Context: an optimization exercise on an open-source flow, tuned for small area. The choices shown serve that exercise and are no tape-out recipe.
Where RTL was checked, it was by simulation tests only, not by an equivalence proof against the original.

==> module alu, before the edit <==
module alu #(
	parameter DATA_WIDTH = 32,
	parameter INST_WIDTH = 4
)(
	input                   i_clk,
	input                   i_rst_n,
	input  [DATA_WIDTH-1:0] i_data_a,
	input  [DATA_WIDTH-1:0] i_data_b,
	input  [INST_WIDTH-1:0] i_inst,
	input                   i_valid,
	output [DATA_WIDTH-1:0] o_data,
	output                  o_overflow,
	output                  o_valid
);
	wire [31:0] a = i_data_a;
	wire [31:0] b = i_data_b;
	wire [3:0]  op = i_inst;
	wire        sub = (op == 4'd1) | (op == 4'd3) | (op == 4'd4) | (op == 4'd6) | (op == 4'd8) | (op == 4'd9);
	wire [31:0] bxx = b ^ {32{sub}};
	wire rs0 = a[0] ^ bxx[0] ^ sub;
	wire rc0 = (a[0] & bxx[0]) | (a[0] & sub) | (bxx[0] & sub);
	wire rs1 = a[1] ^ bxx[1] ^ rc0;
	wire rc1 = (a[1] & bxx[1]) | (a[1] & rc0) | (bxx[1] & rc0);
	wire rs2 = a[2] ^ bxx[2] ^ rc1;
	wire rc2 = (a[2] & bxx[2]) | (a[2] & rc1) | (bxx[2] & rc1);
	wire rs3 = a[3] ^ bxx[3] ^ rc2;
	wire rc3 = (a[3] & bxx[3]) | (a[3] & rc2) | (bxx[3] & rc2);
	wire rs4 = a[4] ^ bxx[4] ^ rc3;
	wire rc4 = (a[4] & bxx[4]) | (a[4] & rc3) | (bxx[4] & rc3);
	wire rs5 = a[5] ^ bxx[5] ^ rc4;
	wire rc5 = (a[5] & bxx[5]) | (a[5] & rc4) | (bxx[5] & rc4);
	wire rs6 = a[6] ^ bxx[6] ^ rc5;
	wire rc6 = (a[6] & bxx[6]) | (a[6] & rc5) | (bxx[6] & rc5);
	wire rs7 = a[7] ^ bxx[7] ^ rc6;
	wire rc7 = (a[7] & bxx[7]) | (a[7] & rc6) | (bxx[7] & rc6);
	wire [24:0] rhi = {1'b0, a[31:8]} + {1'b0, bxx[31:8]} + rc7;
	wire [32:0] s = {rhi, rs7, rs6, rs5, rs4, rs3, rs2, rs1, rs0};
	wire [31:0] sum = s[31:0];
	wire        cout = s[32];
	wire        bx   = b[31] ^ sub;
	wire        sovf = (a[31] == bx) & (sum[31] != a[31]);
	wire        lt_u = ~cout;               
	wire        lt_s = sum[31] ^ sovf;      
	wire [32:0] p;
	mul33 u_mul (.a(a), .b(b), .p(p));
	wire [31:0] bsuf;   
	assign bsuf[31] = b[31];
	genvar k;
	generate
		for (k = 30; k >= 0; k = k - 1) begin : g_suf
			assign bsuf[k] = bsuf[k+1] | b[k];
		end
	endgenerate
	wire [30:0] big_t;
	generate
		for (k = 1; k < 32; k = k + 1) begin : g_big
			assign big_t[k-1] = a[k] & bsuf[32-k];
		end
	endgenerate
	wire umul_ov = p[32] | (|big_t);
	wire smul_ov = p[31] ^ a[31] ^ b[31];
	wire [31:0] rev;
	generate
		for (k = 0; k < 32; k = k + 1) begin : g_rev
			assign rev[k] = a[31-k];
		end
	endgenerate
	wire is_max_min = (op == 4'd3) | (op == 4'd4) | (op == 4'd8) | (op == 4'd9);
	wire pick_b = ((op == 4'd3) & lt_s) | ((op == 4'd4) & ~lt_s) |
	              ((op == 4'd8) & lt_u) | ((op == 4'd9) & ~lt_u);
	wire pick_a = is_max_min & ~pick_b;
	wire op_and = (op == 4'd10);
	wire op_or  = (op == 4'd11);
	wire op_xor = (op == 4'd12);
	wire op_not = (op == 4'd13);
	wire [3:0] lut;    
	assign lut[0] = i_valid & op_not;
	assign lut[1] = i_valid & (pick_b | op_or | op_xor | op_not);
	assign lut[2] = i_valid & (pick_a | op_or | op_xor);
	assign lut[3] = i_valid & (pick_a | pick_b | op_and | op_or);
	wire sel_sum = i_valid & ((op == 4'd0) | (op == 4'd1) | (op == 4'd5) | (op == 4'd6));
	wire sel_mul = i_valid & ((op == 4'd2) | (op == 4'd7));
	wire sel_rev = i_valid & (op == 4'd14);
	wire [31:0] d_w;
	generate
		for (k = 0; k < 32; k = k + 1) begin : g_out
			assign d_w[k] = lut[{a[k], b[k]}] | (sel_sum & sum[k]) | (sel_mul & p[k]) | (sel_rev & a[31-k]);
		end
	endgenerate
	wire ov_w = i_valid & (((op == 4'd0) | (op == 4'd1)) & sovf |
	                      (op == 4'd5) & cout | (op == 4'd6) & lt_u |
	                      (op == 4'd2) & smul_ov | (op == 4'd7) & umul_ov);
	reg [31:0] o_data_r;
	reg        o_overflow_r;
	reg        o_valid_r;
	assign o_data = o_data_r;
	assign o_overflow = o_overflow_r;
	assign o_valid = o_valid_r;
	always @(posedge i_clk or negedge i_rst_n) begin
		if (~i_rst_n) begin
			o_data_r <= 32'd0;
			o_overflow_r <= 1'b0;
			o_valid_r <= 1'b0;
		end
		else begin
			o_data_r <= d_w;
			o_overflow_r <= ov_w;
			o_valid_r <= i_valid;
		end
	end
endmodule
export LEC_CHECK = 0
export CAP_MARGIN = 20
export CORE_MARGIN = 2
export CORE_UTILIZATION = 40
export CTS_BUF_LIST = sky130_fd_sc_hd__clkbuf_8
export CTS_CLUSTER_DIAMETER = 300
export CTS_CLUSTER_SIZE = 40
export PLACE_DENSITY = 0.75
export SLEW_MARGIN = 20
export SYNTH_HIERARCHICAL = 1
export SYNTH_MINIMUM_KEEP_SIZE = 0
create_clock -name core_clock -period 12.0 [get_ports {i_clk}]
standard.sh (not shown) runs the stock make flow with config.mk's settings and CLKGATE_MAP_FILE= SYNTH_SCRIPT=/design/flow/synth_recipe.tcl, a recipe that flattens the netlist after the stock synthesis.
==> flow/flow/run.sh <==
#!/bin/bash
# Standard synthesis (adders mapped as Brent-Kung), then a polarity clean-up of the synthesized netlist
# (flow/fixpol.py: removes the inverters Yosys's full-adder extraction leaves
# between full adders, choosing De Morgan duals of gates where that needs
# fewer inverters, and setting every gate to its smallest drive, which the
# resizer sizes up where timing needs it), then the standard layout from floorplan on, with the
# port buffers made of buf_2.
set -euo pipefail
R=orfs/results/sky130hd/alu/base
# SYNTH_OPERATIONS_ARGS set (to a no-op) keeps ORFS from adding its Kogge-Stone
# carry-lookahead map, so Yosys's own Brent-Kung map builds the adders
bash standard.sh 'SYNTH_OPERATIONS_ARGS=-top alu' synth > synth.log 2>&1
cp $R/1_2_yosys.v 1_2_yosys.standard.v
python3 flow/fixpol.py 1_2_yosys.standard.v $R/1_2_yosys.v --downsize > fixpol.log 2>&1
rm -f $R/1_synth.odb $R/1_synth.sdc
export BUFFER_PORTS_ARGS="-buffer_cell sky130_fd_sc_hd__buf_2"
bash standard.sh finish > layout.log 2>&1
Other scripts of this flow, unchanged in this note and not shown: flow/flow/fixpol.py
==> next run, changes <==
--- a/flow/design.v
+++ b/flow/design.v
@@ -32,10 +32,18 @@
 	wire rs6 = a[6] ^ bxx[6] ^ rc5;
 	wire rc6 = (a[6] & bxx[6]) | (a[6] & rc5) | (bxx[6] & rc5);
 	wire rs7 = a[7] ^ bxx[7] ^ rc6;
 	wire rc7 = (a[7] & bxx[7]) | (a[7] & rc6) | (bxx[7] & rc6);
-	wire [24:0] rhi = {1'b0, a[31:8]} + {1'b0, bxx[31:8]} + rc7;
-	wire [32:0] s = {rhi, rs7, rs6, rs5, rs4, rs3, rs2, rs1, rs0};
+	wire rs8 = a[8] ^ bxx[8] ^ rc7;
+	wire rc8 = (a[8] & bxx[8]) | (a[8] & rc7) | (bxx[8] & rc7);
+	wire rs9 = a[9] ^ bxx[9] ^ rc8;
+	wire rc9 = (a[9] & bxx[9]) | (a[9] & rc8) | (bxx[9] & rc8);
+	wire rs10 = a[10] ^ bxx[10] ^ rc9;
+	wire rc10 = (a[10] & bxx[10]) | (a[10] & rc9) | (bxx[10] & rc9);
+	wire rs11 = a[11] ^ bxx[11] ^ rc10;
+	wire rc11 = (a[11] & bxx[11]) | (a[11] & rc10) | (bxx[11] & rc10);
+	wire [20:0] rhi = {1'b0, a[31:12]} + {1'b0, bxx[31:12]} + rc11;
+	wire [32:0] s = {rhi, rs11, rs10, rs9, rs8, rs7, rs6, rs5, rs4, rs3, rs2, rs1, rs0};
 	wire [31:0] sum = s[31:0];
 	wire        cout = s[32];
 	wire        bx   = b[31] ^ sub;
 	wire        sovf = (a[31] == bx) & (sum[31] != a[31]);
The changed run finished with timing, DRC and antenna clean.
Global-route usage goes down by 0.74 points.
Routed wire length rises by a few percent.
Non-clock buffer count grows by 16.
Via count went up by a few percent.
Worst hold slack improves by 0.0078 ns.
Core utilization increases by 0.66 points.
Worst setup slack loses 0.75 ns.
Final area came out higher by a few percent.
Area after synthesis increases slightly.
Maximum frequency falls by a few percent.
Only the layout flow was run in the second run of this note; the RTL was not checked for function there.

* * *

alu, a different RTL version from the one above (not shown whole).
For scale: about 1,800 cells after synthesis, about 110 I/O pins, roughly 17,000 µm² of cells after synthesis.
==> module alu, before the edit <==
module alu #(
	parameter DATA_WIDTH = 32,
	parameter INST_WIDTH = 4
)(
	input                   i_clk,
	input                   i_rst_n,
	input  [DATA_WIDTH-1:0] i_data_a,
	input  [DATA_WIDTH-1:0] i_data_b,
	input  [INST_WIDTH-1:0] i_inst,
	input                   i_valid,
	output [DATA_WIDTH-1:0] o_data,
	output                  o_overflow,
	output                  o_valid
);
	wire [31:0] a = i_data_a;
	wire [31:0] b = i_data_b;
	wire [3:0]  op = i_inst;
	wire        sub = (op == 4'd1) | (op == 4'd3) | (op == 4'd4) | (op == 4'd6) | (op == 4'd8) | (op == 4'd9);
	wire [32:0] s   = {1'b0, a} + {1'b0, b ^ {32{sub}}} + {32'd0, sub};
	wire [31:0] sum = s[31:0];
	wire        cout = s[32];
	wire        bx   = b[31] ^ sub;
	wire        sovf = (a[31] == bx) & (sum[31] != a[31]);
	wire        lt_u = ~cout;               
	wire        lt_s = sum[31] ^ sovf;      
	wire [32:0] p;
	mul33 u_mul (.a(a), .b(b), .p(p));
	wire [31:0] bsuf;   
	assign bsuf[31] = b[31];
	genvar k;
	generate
		for (k = 30; k >= 0; k = k - 1) begin : g_suf
			assign bsuf[k] = bsuf[k+1] | b[k];
		end
	endgenerate
	wire [30:0] big_t;
	generate
		for (k = 1; k < 32; k = k + 1) begin : g_big
			assign big_t[k-1] = a[k] & bsuf[32-k];
		end
	endgenerate
	wire umul_ov = p[32] | (|big_t);
	wire smul_ov = p[31] ^ a[31] ^ b[31];
	wire [31:0] rev;
	generate
		for (k = 0; k < 32; k = k + 1) begin : g_rev
			assign rev[k] = a[31-k];
		end
	endgenerate
	reg [31:0] d_w;
	reg        ov_w;
	always @(*) begin
		case (op)
			4'd0:  begin d_w = sum;          ov_w = sovf;    end
			4'd1:  begin d_w = sum;          ov_w = sovf;    end
			4'd2:  begin d_w = p[31:0];      ov_w = smul_ov; end
			4'd3:  begin d_w = lt_s ? b : a; ov_w = 1'b0;    end
			4'd4:  begin d_w = lt_s ? a : b; ov_w = 1'b0;    end
			4'd5:  begin d_w = sum;          ov_w = cout;    end
			4'd6:  begin d_w = sum;          ov_w = lt_u;    end
			4'd7:  begin d_w = p[31:0];      ov_w = umul_ov; end
			4'd8:  begin d_w = lt_u ? b : a; ov_w = 1'b0;    end
			4'd9:  begin d_w = lt_u ? a : b; ov_w = 1'b0;    end
			4'd10: begin d_w = a & b;        ov_w = 1'b0;    end
			4'd11: begin d_w = a | b;        ov_w = 1'b0;    end
			4'd12: begin d_w = a ^ b;        ov_w = 1'b0;    end
			4'd13: begin d_w = ~a;           ov_w = 1'b0;    end
			4'd14: begin d_w = rev;          ov_w = 1'b0;    end
			default: begin d_w = 32'd0;      ov_w = 1'b0;    end
		endcase
	end
	reg [31:0] o_data_r;
	reg        o_overflow_r;
	reg        o_valid_r;
	assign o_data = o_data_r;
	assign o_overflow = o_overflow_r;
	assign o_valid = o_valid_r;
	always @(posedge i_clk or negedge i_rst_n) begin
		if (~i_rst_n) begin
			o_data_r <= 32'd0;
			o_overflow_r <= 1'b0;
			o_valid_r <= 1'b0;
		end
		else begin
			o_data_r <= i_valid ? d_w : 32'd0;
			o_overflow_r <= i_valid & ov_w;
			o_valid_r <= i_valid;
		end
	end
endmodule
==> flow/config.mk <==
export PLATFORM = sky130hd
export DESIGN_NAME = alu
export DESIGN_NICKNAME = alu
export VERILOG_FILES = /design/flow/design.v
export SDC_FILE = /design/flow/constraint.sdc
export NUM_CORES = 4
export LEC_CHECK = 0
export CAP_MARGIN = 20
export CORE_MARGIN = 2
export CORE_UTILIZATION = 40
export SLEW_MARGIN = 20
export SYNTH_HIERARCHICAL = 1
export SYNTH_MINIMUM_KEEP_SIZE = 0
==> flow/constraint.sdc <==
create_clock -name core_clock -period 12.0 [get_ports {i_clk}]
set_input_delay 2.4000 -clock core_clock [delete_from_list [all_inputs] [get_ports {i_clk}]]
set_output_delay 2.4000 -clock core_clock [all_outputs]
set_load 0.01 [all_outputs]
==> flow/flow/run.sh <==
#!/bin/bash
# Standard synthesis, then a polarity clean-up of the synthesized netlist
# (flow/fixpol.py: removes the inverters Yosys's full-adder extraction leaves
# between full adders, choosing De Morgan duals of gates where that needs
# fewer inverters, and setting every gate to its smallest drive, which the
# resizer sizes up where timing needs it), then the standard layout from floorplan on, with the
# port buffers made of the smallest buffer.
set -euo pipefail
R=orfs/results/sky130hd/alu/base
bash standard.sh synth > synth.log 2>&1
cp $R/1_2_yosys.v 1_2_yosys.standard.v
python3 flow/fixpol.py 1_2_yosys.standard.v $R/1_2_yosys.v --downsize > fixpol.log 2>&1
rm -f $R/1_synth.odb $R/1_synth.sdc
export BUFFER_PORTS_ARGS="-buffer_cell sky130_fd_sc_hd__buf_1"
bash standard.sh finish > layout.log 2>&1
Other scripts of this flow, unchanged in this note and not shown: flow/flow/fixpol.py
Edit:
--- a/flow/design.v
+++ b/flow/design.v
@@ -17,5 +17,23 @@
 	wire [3:0]  op = i_inst;
 	wire        sub = (op == 4'd1) | (op == 4'd3) | (op == 4'd4) | (op == 4'd6) | (op == 4'd8) | (op == 4'd9);
-	wire [32:0] s   = {1'b0, a} + {1'b0, b ^ {32{sub}}} + {32'd0, sub};
+	wire [31:0] bxx = b ^ {32{sub}};
+	wire rs0 = a[0] ^ bxx[0] ^ sub;
+	wire rc0 = (a[0] & bxx[0]) | (a[0] & sub) | (bxx[0] & sub);
+	wire rs1 = a[1] ^ bxx[1] ^ rc0;
+	wire rc1 = (a[1] & bxx[1]) | (a[1] & rc0) | (bxx[1] & rc0);
+	wire rs2 = a[2] ^ bxx[2] ^ rc1;
+	wire rc2 = (a[2] & bxx[2]) | (a[2] & rc1) | (bxx[2] & rc1);
+	wire rs3 = a[3] ^ bxx[3] ^ rc2;
+	wire rc3 = (a[3] & bxx[3]) | (a[3] & rc2) | (bxx[3] & rc2);
+	wire rs4 = a[4] ^ bxx[4] ^ rc3;
+	wire rc4 = (a[4] & bxx[4]) | (a[4] & rc3) | (bxx[4] & rc3);
+	wire rs5 = a[5] ^ bxx[5] ^ rc4;
+	wire rc5 = (a[5] & bxx[5]) | (a[5] & rc4) | (bxx[5] & rc4);
+	wire rs6 = a[6] ^ bxx[6] ^ rc5;
+	wire rc6 = (a[6] & bxx[6]) | (a[6] & rc5) | (bxx[6] & rc5);
+	wire rs7 = a[7] ^ bxx[7] ^ rc6;
+	wire rc7 = (a[7] & bxx[7]) | (a[7] & rc6) | (bxx[7] & rc6);
+	wire [24:0] rhi = {1'b0, a[31:8]} + {1'b0, bxx[31:8]} + rc7;
+	wire [32:0] s = {rhi, rs7, rs6, rs5, rs4, rs3, rs2, rs1, rs0};
 	wire [31:0] sum = s[31:0];
 	wire        cout = s[32];
The changed run went through all stages and came out clean.
First-iteration DRC count fell by a few percent.
Die area came out lower slightly.
Critical path depth does not change.
The RTL of the second run of this note was laid out without a check of its function.

[what the ideal ports hide]
Ports are ideal in the flow. The routed layouts listed here were re-timed in OpenROAD. Step 1 (the two cells are an assumption about what drives the block):
set clk [get_ports {i_clk}]
set_driving_cell -lib_cell sky130_fd_sc_hd__clkbuf_16 $clk
set_driving_cell -lib_cell sky130_fd_sc_hd__buf_2 [delete_from_list [all_inputs] $clk]
Step 2 adds t to the input delays and takes it off the output delays; t is the mean of the earliest and latest rising clock arrival at the registers after step 1. Input paths then give back, and output paths get back, about the clock's delay inside the block. Three values: no drivers, after step 1, after step 2; two values: the first two.
run	t (ns)	setup slack, ns	worst setup path after step 2	clock arrival spread, ns	slew at the worst register clock pin (ns)
the first run of note 1	0.356	1.075 / 1.089 / 0.733	input to register	0.006 / 0.006	0.08 / 0.08
the second run of note 1	0.335	0.320 / 0.343 / 0.008	input to register	0.018 / 0.018	0.09 / 0.09
the first run of note 2	0.352	0.313 / 0.337 / -0.014	input to register	0.017 / 0.017	0.07 / 0.07
the second run of note 2	0.321	0.393 / 0.398 / 0.077	input to register	0.005 / 0.005	0.06 / 0.06
Met with ideal ports but missed after step 2: setup timing in the first run of note 2. For the first run of note 1, which loses most, drivers alone change the setup slack by +0.014 ns; drivers and shift together by -0.342 ns.
